This is an optimization exercise on Yosys and OpenROAD, whose aim is small area and a short achievable clock period, not a production implementation.
The RTL was checked by simulation tests, not by an equivalence proof against the original design.
Power and IR drop assume default switching activity.

==> inputs of run H <==
==> flow/design.v <==
`timescale 1ns / 1ps
module Fdiv (
    input  wire reset,
    input  wire clk_50ns,
    output reg  [3:0] phase,
    output wire tick_1s
);
  assign tick_1s = phase[2] & ~phase[1] & phase[0];
  always @(posedge reset or posedge clk_50ns) begin
    if (reset) phase <= 4'd1;
    else begin
      phase[0] <= ~phase[0];
      phase[1] <= phase[1] ^ (phase[0] & ~phase[3]);
      phase[2] <= phase[2] ^ (phase[1] & phase[0]);
      phase[3] <= phase[3] ^ (phase[0] & (phase[3] | (phase[2] & phase[1])));
    end
  end
endmodule
`timescale 1ns / 1ps
module Dis (
    input wire reset,
    input wire start,
    input wire pause,
    input wire waitt,
    input wire clk_50ns,
    input wire tick_1s,
    input wire [1:0] speedup,
    output reg [18:0] distance,
    output wire drive
);
  reg start_ff;
  assign drive = (start | start_ff) & ~pause & ~waitt;
  wire en = tick_1s & drive;
  wire [3:0] x  = distance[3:0];
  wire [3:0] d1 = distance[7:4];
  wire [3:0] d2 = distance[11:8];
  wire [3:0] d3 = distance[15:12];
  wire [2:0] d4 = distance[18:16];
  wire W = d4[2] & d4[1] & d3[2] & ~d3[1] & d3[0] & d2[2] & ~d2[1] & d2[0] & ~d1[2] & d1[1] & d1[0];
  wire n9_1 = d1[3] & d1[0];
  wire n9_2 = d2[3] & d2[0];
  wire n9_3 = d3[3] & d3[0];
  function [5:0] addu;   
    input [3:0] x;
    input [2:0] k;
    input w;
    reg [4:0] u;
    begin
      u = x + k;
      if (w && u >= 5'd6) addu = {2'b10, u[3:0] - 4'd6};
      else if (u >= 5'd10) addu = {2'b01, u[3:0] - 4'd10};
      else addu = {2'b00, u[3:0]};
    end
  endfunction
  wire [5:0] a0 = addu(x, 3'd1, W);
  wire [5:0] a1 = addu(x, 3'd2, W);
  wire [5:0] a2 = addu(x, 3'd4, W);
  wire [5:0] a3 = addu(x, 3'd6, W);
  reg  [5:0] a;
  always @(*) begin
    case (speedup)
      2'd0: a = a0;
      2'd1: a = a1;
      2'd2: a = a2;
      default: a = a3;
    endcase
  end
  wire z = en & a[5];    
  wire cc = en & a[4];   
  function [3:0] inc;
    input [3:0] d;
    begin
      inc[0] = ~d[0];
      inc[1] = d[1] ^ (d[0] & ~d[3]);
      inc[2] = d[2] ^ (d[1] & d[0]);
      inc[3] = d[3] ^ (d[0] & (d[3] | (d[2] & d[1])));
    end
  endfunction
  wire [3:0] n0 = en ? a[3:0] : x;
  wire [3:0] n1 = cc ? inc(d1) : d1;
  wire [3:0] n2 = (cc & n9_1) ? inc(d2) : d2;
  wire [3:0] n3 = (cc & n9_1 & n9_2) ? inc(d3) : d3;
  wire [2:0] n4 = (cc & n9_1 & n9_2 & n9_3) ? d4 + 3'd1 : d4;
  always @(posedge reset or posedge clk_50ns) begin
    if (reset) begin
      distance <= 19'd0;
      start_ff <= 1'b0;
    end else begin
      distance <= z ? {15'd0, n0} : {n4, n3, n2, n1, n0};
      if (tick_1s & start & ~pause & ~waitt) start_ff <= 1'b1;
    end
  end
endmodule
`timescale 1ns / 1ps
module Traffic (
    input  wire reset,
    input  wire pause,
    input  wire waitt,
    input  wire clk_50ns,
    input  wire tick_1s,
    output wire addition
);
  reg [3:0] s;
  wire t = tick_1s;
  wire c = ~pause & waitt;
  assign addition = s[3] & s[1] & s[0];
  always @(posedge reset or posedge clk_50ns) begin
    if (reset) s <= 4'd0;
    else begin
      s[3] <= (~t & s[3]) | (~c & s[3]) | (s[3] & ~s[1]) | (s[3] & ~s[0]) | (t & c & s[2] & s[1] & s[0]);
      s[2] <= (~t & s[2]) | (~c & s[2]) | (t & c & ~s[3] & ~s[2] & s[1] & s[0]) | (s[2] & ~s[1]) | (s[2] & ~s[0]);
      s[1] <= (~t & s[1]) | (~c & s[1]) | (t & c & ~s[1] & s[0]) | (s[1] & ~s[0]);
      s[0] <= (~t & s[0]) | (~c & s[0]) | (t & s[3] & s[1]) | (t & c & ~s[0]);
    end
  end
endmodule
`timescale 1ns / 1ps
module Fare (
    input wire reset,
    input wire drive,
    input wire pause,
    input wire waitt,
    input wire clk_50ns,
    input wire tick_1s,
    input wire [3:0] phase,
    input wire addition,
    input wire [18:0] distance,
    output reg [18:0] fare
);
  wire [3:0] x  = fare[3:0];
  wire [3:0] f1 = fare[7:4];
  wire [3:0] f2 = fare[11:8];
  wire [3:0] f3 = fare[15:12];
  wire [2:0] f4 = fare[18:16];
  wire le200 = ~f4[2] & ~f4[1] & ~f4[0] & ~f3[3] & ~f3[2] & ~f3[1] & ~f3[0] & ~f2[3] & ~f2[2] &
               (~f2[1] | (~f2[0] & ~f1[3] & ~f1[2] & ~f1[1] & ~f1[0] & ~x[3] & ~x[2] & ~x[1] & ~x[0]));
  wire [18:0] calc;
  BcdCode u_calc (
      .reset(reset),
      .clk_50ns(clk_50ns),
      .phase(phase),
      .d(distance),
      .le200(le200),
      .fare_new(calc)
  );
  wire load = tick_1s & drive;
  wire e = tick_1s & addition & waitt & ~pause;
  wire W = f4[2] & f4[1] & f3[2] & ~f3[1] & f3[0] & f2[2] & ~f2[1] & f2[0] & ~f1[2] & f1[1] & f1[0];
  wire [3:0] n0;
  assign n0[3] = (~W & ~x[2] & x[1] & x[0]) | (~W & x[2] & ~x[1] & ~x[0]);
  assign n0[2] = (W & x[2] & x[0]) | (~W & ~x[3] & ~x[2] & ~x[1]) | (x[3] & x[0]) |
                 (W & ~x[2] & ~x[1] & ~x[0]) | (~W & ~x[2] & x[1] & ~x[0]);
  assign n0[1] = (~W & ~x[3] & ~x[2] & ~x[1] & x[0]) | (~W & ~x[2] & x[1] & ~x[0]) |
                 (x[3] & ~x[0]) | (W & x[1] & x[0]) | (W & x[2] & ~x[0]) | (x[2] & x[1] & x[0]);
  assign n0[0] = ~x[0];
  wire c0 = (x[2] & x[0]) | x[3] | (x[2] & x[1]);
  wire z = W & (x[0] | x[1] | x[2]);
  function [4:0] inc;   
    input [3:0] d;
    input c;
    begin
      inc[0] = d[0] ^ c;
      inc[1] = d[1] ^ (c & d[0] & ~d[3]);
      inc[2] = d[2] ^ (c & d[1] & d[0]);
      inc[3] = d[3] ^ (c & d[0] & (d[3] | (d[2] & d[1])));
      inc[4] = c & d[3] & d[0];
    end
  endfunction
  wire [4:0] n1 = inc(f1, c0);
  wire [4:0] n2 = inc(f2, n1[4]);
  wire [4:0] n3 = inc(f3, n2[4]);
  wire c3 = n3[4];
  wire [2:0] n4 = {f4[2] ^ (c3 & f4[1] & f4[0]), f4[1] ^ (c3 & f4[0]), f4[0] ^ c3};
  wire [18:0] plus5 = {n4 & {3{~z}}, n3[3:0] & {4{~z}}, n2[3:0] & {4{~z}}, n1[3:0] & {4{~z}}, n0};
  always @(posedge reset or posedge clk_50ns) begin
    if (reset) fare <= 19'd0;
    else fare <= load ? calc : (e ? plus5 : fare);
  end
endmodule
`timescale 1ns / 1ps
module Delay (
    input wire reset,
    input wire clk_50ns,
    output reg [2:0] Bit_Sel
);
  reg [1:0] cnt;   
  always @(posedge reset or posedge clk_50ns) begin
    if (reset) begin
      cnt <= 2'd0;
      Bit_Sel <= 3'b000;
    end else begin
      cnt <= {cnt[0], ~cnt[1] & ~cnt[0]};
      Bit_Sel <= Bit_Sel + {2'b00, cnt[1]};
    end
  end
endmodule
`timescale 1ns / 1ps
module BcdCode (
    input  wire        reset,
    input  wire        clk_50ns,
    input  wire [3:0]  phase,
    input  wire [18:0] d,         
    input  wire        le200,     
    output wire [18:0] fare_new   
);
  wire le30 = (d <= 19'h00030);
  wire ge150 = (d >= 19'h00150);
  wire geA = (d >= 19'h54594);
  wire geB = (d >= 19'h36446);
  reg  [19:0] cst;   
  always @(*) begin
    if (le30) cst = 20'h00060;
    else if (le200) cst = geA ? 20'h34488 : 20'h00024;
    else if (ge150) cst = geB ? 20'h34398 : 20'h99934;
    else cst = 20'h39255;
  end
  wire k8 = ~le200;   
  wire [4:0] c0 = (~le30 & ~le200 & ~ge150) ? 5'd6 : 5'd0;
  wire [2:0] j = phase[2:0];   
  reg  [3:0] dj;   
  reg  [3:0] cj;   
  always @(*) begin
    case (j)
      3'd0: begin dj = d[3:0];   cj = 4'd0; end
      3'd1: begin dj = d[7:4];   cj = cst[3:0]; end
      3'd2: begin dj = d[11:8];  cj = cst[7:4]; end
      3'd3: begin dj = d[15:12]; cj = cst[11:8]; end
      3'd4: begin dj = {1'b0, d[18:16]}; cj = cst[15:12]; end
      default: begin dj = 4'd0; cj = cst[19:16]; end
    endcase
    if (le30) dj = 4'd0;
  end
  reg  [4:0] carry;
  wire [4:0] cin = (j == 3'd0) ? c0 : carry;
  wire [6:0] t = (k8 ? {dj, 3'b000} : {2'b00, dj, 1'b0}) + cj + cin;   
  wire [3:0] tq = t / 7'd10;
  wire [3:0] q = t % 7'd10;
  wire [4:0] cout = dj + tq;
  reg  [15:0] sr;
  always @(posedge reset or posedge clk_50ns) begin
    if (reset) carry <= 5'd0;
    else carry <= cout;
  end
  always @(posedge clk_50ns) sr <= {q, sr[15:4]};
  assign fare_new = {q[2:0], sr};
endmodule
`timescale 1ns / 1ps
module SLed (
    input wire [15:0] distance_bcd,
    input wire [15:0] fare_bcd,
    input wire [2:0] Bit_Sel,
    output wire [3:0] AN,   
    output wire [7:0] Seg   
);
  reg [3:0] x;
  assign AN = {1'b1, Bit_Sel};
  always @(*) begin
    case (Bit_Sel)
      3'b000: x = fare_bcd[15:12];
      3'b001: x = fare_bcd[11:8];
      3'b010: x = fare_bcd[7:4];
      3'b011: x = fare_bcd[3:0];
      3'b100: x = distance_bcd[15:12];
      3'b101: x = distance_bcd[11:8];
      3'b110: x = distance_bcd[7:4];
      default: x = distance_bcd[3:0];
    endcase
  end
  assign Seg[7] = (~x[3] & ~x[2] & ~x[1] & x[0]) | (x[2] & ~x[1] & ~x[0]);
  assign Seg[6] = (x[2] & ~x[1] & x[0]) | (x[2] & x[1] & ~x[0]);
  assign Seg[5] = ~x[2] & x[1] & ~x[0];
  assign Seg[4] = (~x[3] & ~x[2] & ~x[1] & x[0]) | (x[2] & ~x[1] & ~x[0]) | (x[2] & x[1] & x[0]);
  assign Seg[3] = x[0] | (x[2] & ~x[1]);
  assign Seg[2] = (~x[3] & ~x[2] & x[0]) | (~x[2] & x[1]) | (x[1] & x[0]);
  assign Seg[1] = (~x[3] & ~x[2] & ~x[1]) | (x[2] & x[1] & x[0]);
  assign Seg[0] = ~(Bit_Sel[1] & ~Bit_Sel[0]);
endmodule
`timescale 1ns / 1ps
module Top(reset,start,pause,waitt,clk_50ns,speedup,AN,Seg);
  input reset;
  input start;
  input pause;
  input waitt;
  input clk_50ns;
  input [1:0]speedup;
  output [3:0]AN;
  output [7:0]Seg;
  wire tick_1s;
  wire [3:0]phase;
  wire addition;
  wire drive;
  wire [2:0]Bit_Sel;
  wire [18:0]fare;
  wire [18:0]distance;
  Fdiv u1(reset,clk_50ns,phase,tick_1s);
  Dis  u2(reset,start,pause,waitt,clk_50ns,tick_1s,speedup,distance,drive);
  Traffic u3(reset,pause,waitt,clk_50ns,tick_1s,addition);
  Fare u4(reset,drive,pause,waitt,clk_50ns,tick_1s,phase,addition,distance,fare);
  Delay u5(reset,clk_50ns,Bit_Sel);
  SLed  u8(distance[15:0],fare[15:0],Bit_Sel,AN,Seg);
endmodule
==> flow/flow/run.sh <==
#!/bin/bash
# Layout flow: the standard synthesis, then its combinational logic
# re-mapped by ABC with an area-oriented script (flip-flops kept as they
# are, same cells and names), then the standard ORFS flow from the
# floorplan on, with a leaner clock tree and plain buffers on the ports.  Each tool's output goes to a
# log file of its own in this folder.
set -euo pipefail
R=orfs/results/${FLOW_PLATFORM}/Top/base
LIB=${FLOW_HOME}/platforms/${FLOW_PLATFORM}/lib/sky130_fd_sc_hd__tt_025C_1v80.lib

bash standard.sh synth > 1_standard_synth.log 2>&1

cp ${R}/1_2_yosys.v ${R}/1_2_yosys_standard.v
FFS=$(grep -oE "sky130_fd_sc_hd__(df|edf|sdf|dl)[a-z0-9_]+" ${R}/1_2_yosys_standard.v | sort -u | tr '\n' ' ')
sed -e "s#@LIB@#${LIB}#g" -e "s#@FFS@#${FFS}#g" -e "s#@IN@#${R}/1_2_yosys_standard.v#g" \
    -e "s#@OUT@#${R}/1_2_yosys.v#g" flow/remap.ys > remap.ys
yosys -s remap.ys > 2_remap_yosys.log 2>&1
rm -f ${R}/1_synth.odb ${R}/1_synth.sdc
touch ${R}/1_2_yosys.v ${R}/1_2_yosys.sdc

bash standard.sh \
  "CTS_ARGS=-sink_clustering_enable -repair_clock_nets -dont_use_dummy_load -sink_clustering_size 40 -sink_clustering_max_diameter 200 -buf_list {sky130_fd_sc_hd__clkbuf_8 sky130_fd_sc_hd__clkbuf_16}" \
  "BUFFER_PORTS_ARGS=-buffer_cell sky130_fd_sc_hd__buf_2" \
  finish > 3_standard_finish.log 2>&1
==> flow/flow/remap.ys <==
# Re-map the combinational logic of the standard synthesis netlist.  The
# flip-flop cells are black boxes, so every register keeps its cell and name.
read_liberty -ignore_miss_func @LIB@
blackbox @FFS@
read_verilog @IN@
hierarchy -check -top Top
flatten
opt_clean -purge
abc -script +strash;&get,-n;&deepsyn,-T,60;&dch,-f;&nf,-R,1000;&put -liberty @LIB@ -dont_use *probe* -dont_use *lpflow* -D 120000
opt_clean -purge
splitnets
opt_clean -purge
hilomap -singleton -hicell sky130_fd_sc_hd__conb_1 HI -locell sky130_fd_sc_hd__conb_1 LO
insbuf -buf sky130_fd_sc_hd__buf_4 A X
check
stat -liberty @LIB@
write_verilog -noattr -nohex -nodec @OUT@
==> flow/standard.sh <==
#!/bin/bash
# synth_recipe.tcl (not shown) runs the flow's synth.tcl, then flattens the netlist and writes it again
# the make line also repeats each setting of config.mk as NAME=value (left out here)
make -C /OpenROAD-flow-scripts/flow DESIGN_CONFIG=/design/flow/config.mk WORK_HOME=/design/flow/orfs CLKGATE_MAP_FILE= SYNTH_SCRIPT=/design/flow/synth_recipe.tcl "${@:-finish}"
==> flow/config.mk <==
export PLATFORM = sky130hd
export DESIGN_NAME = Top
export DESIGN_NICKNAME = Top
export VERILOG_FILES = /design/flow/design.v
export SDC_FILE = /design/flow/constraint.sdc
export NUM_CORES = 4
export LEC_CHECK = 0
export CAP_MARGIN = 20
export CORE_MARGIN = 2
export CORE_UTILIZATION = 40
export SLEW_MARGIN = 20
==> flow/constraint.sdc <==
create_clock -name core_clock -period 120.0 [get_ports {clk_50ns}]
set_input_delay 24.0000 -clock core_clock [delete_from_list [all_inputs] [get_ports {clk_50ns}]]
set_output_delay 24.0000 -clock core_clock [all_outputs]
set_load 0.01 [all_outputs]
==> run B (differences from run H) <==
--- a/flow/design.v
+++ b/flow/design.v
@@ -36,58 +36,51 @@
   wire [3:0] d2 = distance[11:8];
   wire [3:0] d3 = distance[15:12];
   wire [2:0] d4 = distance[18:16];
+  wire s1 = speedup[1];
+  wire s0 = speedup[0];
   wire W = d4[2] & d4[1] & d3[2] & ~d3[1] & d3[0] & d2[2] & ~d2[1] & d2[0] & ~d1[2] & d1[1] & d1[0];
-  wire n9_1 = d1[3] & d1[0];
-  wire n9_2 = d2[3] & d2[0];
-  wire n9_3 = d3[3] & d3[0];
-  function [5:0] addu;   
-    input [3:0] x;
-    input [2:0] k;
-    input w;
-    reg [4:0] u;
+  wire [3:0] n0;
+  assign n0[3] = (en & s1 & ~s0 & ~W & x[2] & ~x[1]) | (en & s1 & s0 & ~W & ~x[2] & x[1]) |
+                 (en & ~s1 & s0 & x[2] & x[1]) | (en & ~s1 & x[2] & x[1] & x[0]) | (~en & x[3]) |
+                 (~s1 & ~s0 & x[3] & ~x[0]);
+  assign n0[2] = (~en & x[2]) | (~s1 & ~W & x[2] & ~x[1]) | (~s1 & ~s0 & x[2] & ~x[0]) |
+                 (en & ~s1 & s0 & ~x[2] & x[1]) | (s1 & s0 & W & x[2]) |
+                 (en & s1 & ~s0 & ~W & ~x[3] & ~x[2]) | (en & s1 & s0 & ~W & ~x[2] & ~x[1]) |
+                 (en & ~s1 & ~x[2] & x[1] & x[0]) | (en & s1 & ~s0 & ~x[3] & ~x[2] & ~x[1]);
+  assign n0[1] = (~en & x[1]) | (~s1 & ~s0 & x[1] & ~x[0]) | (s1 & ~s0 & ~W & ~x[2] & x[1]) |
+                 (en & s1 & ~s0 & x[3]) | (en & s0 & ~W & ~x[3] & ~x[2] & ~x[1]) | (s1 & s0 & x[2] & x[1]) |
+                 (s1 & s0 & W & x[1]) | (en & s1 & ~s0 & W & x[2]) | (en & ~s1 & ~W & ~x[3] & ~x[1] & x[0]) |
+                 (en & ~s1 & W & ~x[2] & ~x[1] & x[0]) | (en & ~s1 & s0 & ~W & x[2] & ~x[1]) |
+                 (en & ~s1 & s0 & W & ~x[2] & ~x[1]);
+  assign n0[0] = (~en & x[0]) | (en & ~s1 & ~s0 & ~x[0]) | (s0 & x[0]) | (s1 & x[0]);
+  wire c0 = (en & s1 & s0 & ~W & x[2]) | (en & s1 & x[2] & x[1]) | (en & s0 & x[3]) | (en & s1 & x[3]) | (en & x[3] & x[0]);
+  wire z = (en & s1 & s0 & W) | (en & s1 & W & x[1]) | (en & s1 & W & x[2]) | (en & s0 & W & x[2]) | (en & W & x[2] & x[0]);
+  function [4:0] inc;   
+    input [3:0] d;
+    input c;
     begin
-      u = x + k;
-      if (w && u >= 5'd6) addu = {2'b10, u[3:0] - 4'd6};
-      else if (u >= 5'd10) addu = {2'b01, u[3:0] - 4'd10};
-      else addu = {2'b00, u[3:0]};
+      inc[0] = d[0] ^ c;
+      inc[1] = d[1] ^ (c & d[0] & ~d[3]);
+      inc[2] = d[2] ^ (c & d[1] & d[0]);
+      inc[3] = d[3] ^ (c & d[0] & (d[3] | (d[2] & d[1])));
+      inc[4] = c & d[3] & d[0];
     end
   endfunction
-  wire [5:0] a0 = addu(x, 3'd1, W);
-  wire [5:0] a1 = addu(x, 3'd2, W);
-  wire [5:0] a2 = addu(x, 3'd4, W);
-  wire [5:0] a3 = addu(x, 3'd6, W);
-  reg  [5:0] a;
-  always @(*) begin
-    case (speedup)
-      2'd0: a = a0;
-      2'd1: a = a1;
-      2'd2: a = a2;
-      default: a = a3;
-    endcase
-  end
-  wire z = en & a[5];    
-  wire cc = en & a[4];   
-  function [3:0] inc;
-    input [3:0] d;
-    begin
-      inc[0] = ~d[0];
-      inc[1] = d[1] ^ (d[0] & ~d[3]);
-      inc[2] = d[2] ^ (d[1] & d[0]);
-      inc[3] = d[3] ^ (d[0] & (d[3] | (d[2] & d[1])));
-    end
-  endfunction
-  wire [3:0] n0 = en ? a[3:0] : x;
-  wire [3:0] n1 = cc ? inc(d1) : d1;
-  wire [3:0] n2 = (cc & n9_1) ? inc(d2) : d2;
-  wire [3:0] n3 = (cc & n9_1 & n9_2) ? inc(d3) : d3;
-  wire [2:0] n4 = (cc & n9_1 & n9_2 & n9_3) ? d4 + 3'd1 : d4;
+  wire [4:0] n1 = inc(d1, c0);
+  wire [4:0] n2 = inc(d2, n1[4]);
+  wire [4:0] n3 = inc(d3, n2[4]);
+  wire c3 = n3[4];
+  wire [2:0] n4 = {d4[2] ^ (c3 & d4[1] & d4[0]), d4[1] ^ (c3 & d4[0]), d4[0] ^ c3};
   always @(posedge reset or posedge clk_50ns) begin
     if (reset) begin
       distance <= 19'd0;
       start_ff <= 1'b0;
     end else begin
-      distance <= z ? {15'd0, n0} : {n4, n3, n2, n1, n0};
-      if (tick_1s & start & ~pause & ~waitt) start_ff <= 1'b1;
+      distance <= {n4[2] & ~z, n4[1] & ~z, n4[0],
+                   n3[3], n3[2] & ~z, n3[1], n3[0] & ~z,
+                   n2[3], n2[2] & ~z, n2[1], n2[0] & ~z,
+                   n1[3], n1[2], n1[1] & ~z, n1[0] & ~z, n0};
+      if (en && start) start_ff <= 1'b1;
     end
   end
 endmodule
@@ -147,14 +140,14 @@
   wire e = tick_1s & addition & waitt & ~pause;
   wire W = f4[2] & f4[1] & f3[2] & ~f3[1] & f3[0] & f2[2] & ~f2[1] & f2[0] & ~f1[2] & f1[1] & f1[0];
   wire [3:0] n0;
-  assign n0[3] = (~W & ~x[2] & x[1] & x[0]) | (~W & x[2] & ~x[1] & ~x[0]);
-  assign n0[2] = (W & x[2] & x[0]) | (~W & ~x[3] & ~x[2] & ~x[1]) | (x[3] & x[0]) |
-                 (W & ~x[2] & ~x[1] & ~x[0]) | (~W & ~x[2] & x[1] & ~x[0]);
-  assign n0[1] = (~W & ~x[3] & ~x[2] & ~x[1] & x[0]) | (~W & ~x[2] & x[1] & ~x[0]) |
-                 (x[3] & ~x[0]) | (W & x[1] & x[0]) | (W & x[2] & ~x[0]) | (x[2] & x[1] & x[0]);
-  assign n0[0] = ~x[0];
-  wire c0 = (x[2] & x[0]) | x[3] | (x[2] & x[1]);
-  wire z = W & (x[0] | x[1] | x[2]);
+  assign n0[3] = (~e & x[3]) | (e & ~W & ~x[2] & x[1] & x[0]) | (e & ~W & x[2] & ~x[1] & ~x[0]);
+  assign n0[2] = (~e & x[2]) | (W & x[2] & x[0]) | (e & ~W & ~x[3] & ~x[2] & ~x[1]) | (e & x[3] & x[0]) |
+                 (e & W & ~x[2] & ~x[1] & ~x[0]) | (e & ~W & ~x[2] & x[1] & ~x[0]);
+  assign n0[1] = (e & ~W & ~x[3] & ~x[2] & ~x[1] & x[0]) | (~e & x[1]) | (~W & ~x[2] & x[1] & ~x[0]) |
+                 (e & x[3] & ~x[0]) | (W & x[1] & x[0]) | (e & W & x[2] & ~x[0]) | (x[2] & x[1] & x[0]);
+  assign n0[0] = x[0] ^ e;
+  wire c0 = (e & ~W & x[2] & x[0]) | (e & x[3]) | (e & x[2] & x[1]);
+  wire z = (e & W & x[0]) | (e & W & x[1]) | (e & W & x[2]);
   function [4:0] inc;   
     input [3:0] d;
     input c;
@@ -171,10 +164,13 @@
   wire [4:0] n3 = inc(f3, n2[4]);
   wire c3 = n3[4];
   wire [2:0] n4 = {f4[2] ^ (c3 & f4[1] & f4[0]), f4[1] ^ (c3 & f4[0]), f4[0] ^ c3};
-  wire [18:0] plus5 = {n4 & {3{~z}}, n3[3:0] & {4{~z}}, n2[3:0] & {4{~z}}, n1[3:0] & {4{~z}}, n0};
+  wire [18:0] plus5 = {n4[2] & ~z, n4[1] & ~z, n4[0],
+                       n3[3], n3[2] & ~z, n3[1], n3[0] & ~z,
+                       n2[3], n2[2] & ~z, n2[1], n2[0] & ~z,
+                       n1[3], n1[2], n1[1] & ~z, n1[0] & ~z, n0};
   always @(posedge reset or posedge clk_50ns) begin
     if (reset) fare <= 19'd0;
-    else fare <= load ? calc : (e ? plus5 : fare);
+    else fare <= load ? calc : plus5;
   end
 endmodule
 `timescale 1ns / 1ps
--- a/flow/flow/run.sh
+++ b/flow/flow/run.sh
@@ -19,6 +19,7 @@
 touch ${R}/1_2_yosys.v ${R}/1_2_yosys.sdc
 
 bash standard.sh \
-  "CTS_ARGS=-sink_clustering_enable -repair_clock_nets -dont_use_dummy_load -sink_clustering_size 40 -sink_clustering_max_diameter 200 -buf_list {sky130_fd_sc_hd__clkbuf_8 sky130_fd_sc_hd__clkbuf_16}" \
+  "CTS_ARGS=-sink_clustering_enable -repair_clock_nets -dont_use_dummy_load -sink_clustering_size 25 -sink_clustering_max_diameter 60 -buf_list sky130_fd_sc_hd__clkbuf_8" \
   "BUFFER_PORTS_ARGS=-buffer_cell sky130_fd_sc_hd__buf_2" \
+  "SETUP_SLACK_MARGIN=94" "SETUP_MOVE_SEQUENCE=sizeup,swap" "SKIP_GATE_CLONING=1" "SKIP_LAST_GASP=1" \
   finish > 3_standard_finish.log 2>&1
==> key figures <==
Outcome
  • Status: finished clean

Pwr
  • Int Power: 38.71 uW
  • Maximum vdd drop: 0.007781 mV
  • Switching share of power: 31.66%
  • P_seq: 31.4 uW

Global routing
  • Vias in the first global route: 3701

Layout
  • Top Registers: u4.fare x19, u2.distance x18, u4.u_calc.sr x16
  • Largest Register: u4.fare

Timing
  • Hold slack: 0.3250 ns
  • Layout Skew: 0.02931 ns

Route
  • 1st-iter DRT viols: 403
  • Via count: 4116
  • WL met1: 5.262 mm

Yosys
  • Syn Std Cell Area: 0.004278 mm2

Die
  • Die Y: 107.4 um

Worst setup path
  • R2r setup slk: 112.42 ns
-- figures above: run H

==> key figures <==
Outcome
  • Status: finished clean

Route
  • WL met1: 5.379 mm
  • 1st-iter DRT viols: 370

Global routing
  • Vias in the first global route: 3816

Layout
  • Top Registers: u2.distance x19, u4.fare x19, u4.u_calc.sr x16

Worst setup path
  • R2r setup slk: 111.92 ns

Pwr
  • Maximum vdd drop: 0.02791 mV
  • P_seq: 37.3 uW

Timing
  • Hold slack: 0.3283 ns

Yosys
  • Syn Std Cell Area: 0.004248 mm2
-- figures above: run B

separate check: timing with driven ports:
The flow's constraints put no driver on any port. The routed layouts listed below were extracted and timed again, unchanged, in two steps.
Step 1 (the two cells are an assumption about what drives the block):
set clk [get_ports {clk_50ns}]
set_driving_cell -lib_cell sky130_fd_sc_hd__clkbuf_16 $clk
set_driving_cell -lib_cell sky130_fd_sc_hd__buf_2 [delete_from_list [all_inputs] $clk]
Step 2 adds t to the input delays and takes it off the output delays; t is the mean of the earliest and latest rising clock arrival at the registers after step 1. Input paths then give back, and output paths get back, about the clock's delay inside the block.
Slacks: ideal ports / drivers / drivers and shift; pairs: ideal ports / drivers.
run | shift t [ns] | setup WS [ns] | hold WS [ns] | worst setup path after step 2 | clock arrival spread, ns
run H | 0.384 | 93.213 / 93.181 / 92.861 | 0.325 / 0.325 / 0.325 | input to register | 0.030 / 0.029
run B | 0.383 | 93.689 / 93.656 / 93.791 | 0.328 / 0.328 / 0.328 | input to register | 0.027 / 0.028
After both steps every run listed still meets setup and hold. For run H, which loses most, drivers alone change the setup slack by -0.032 ns; drivers and shift together by -0.352 ns.
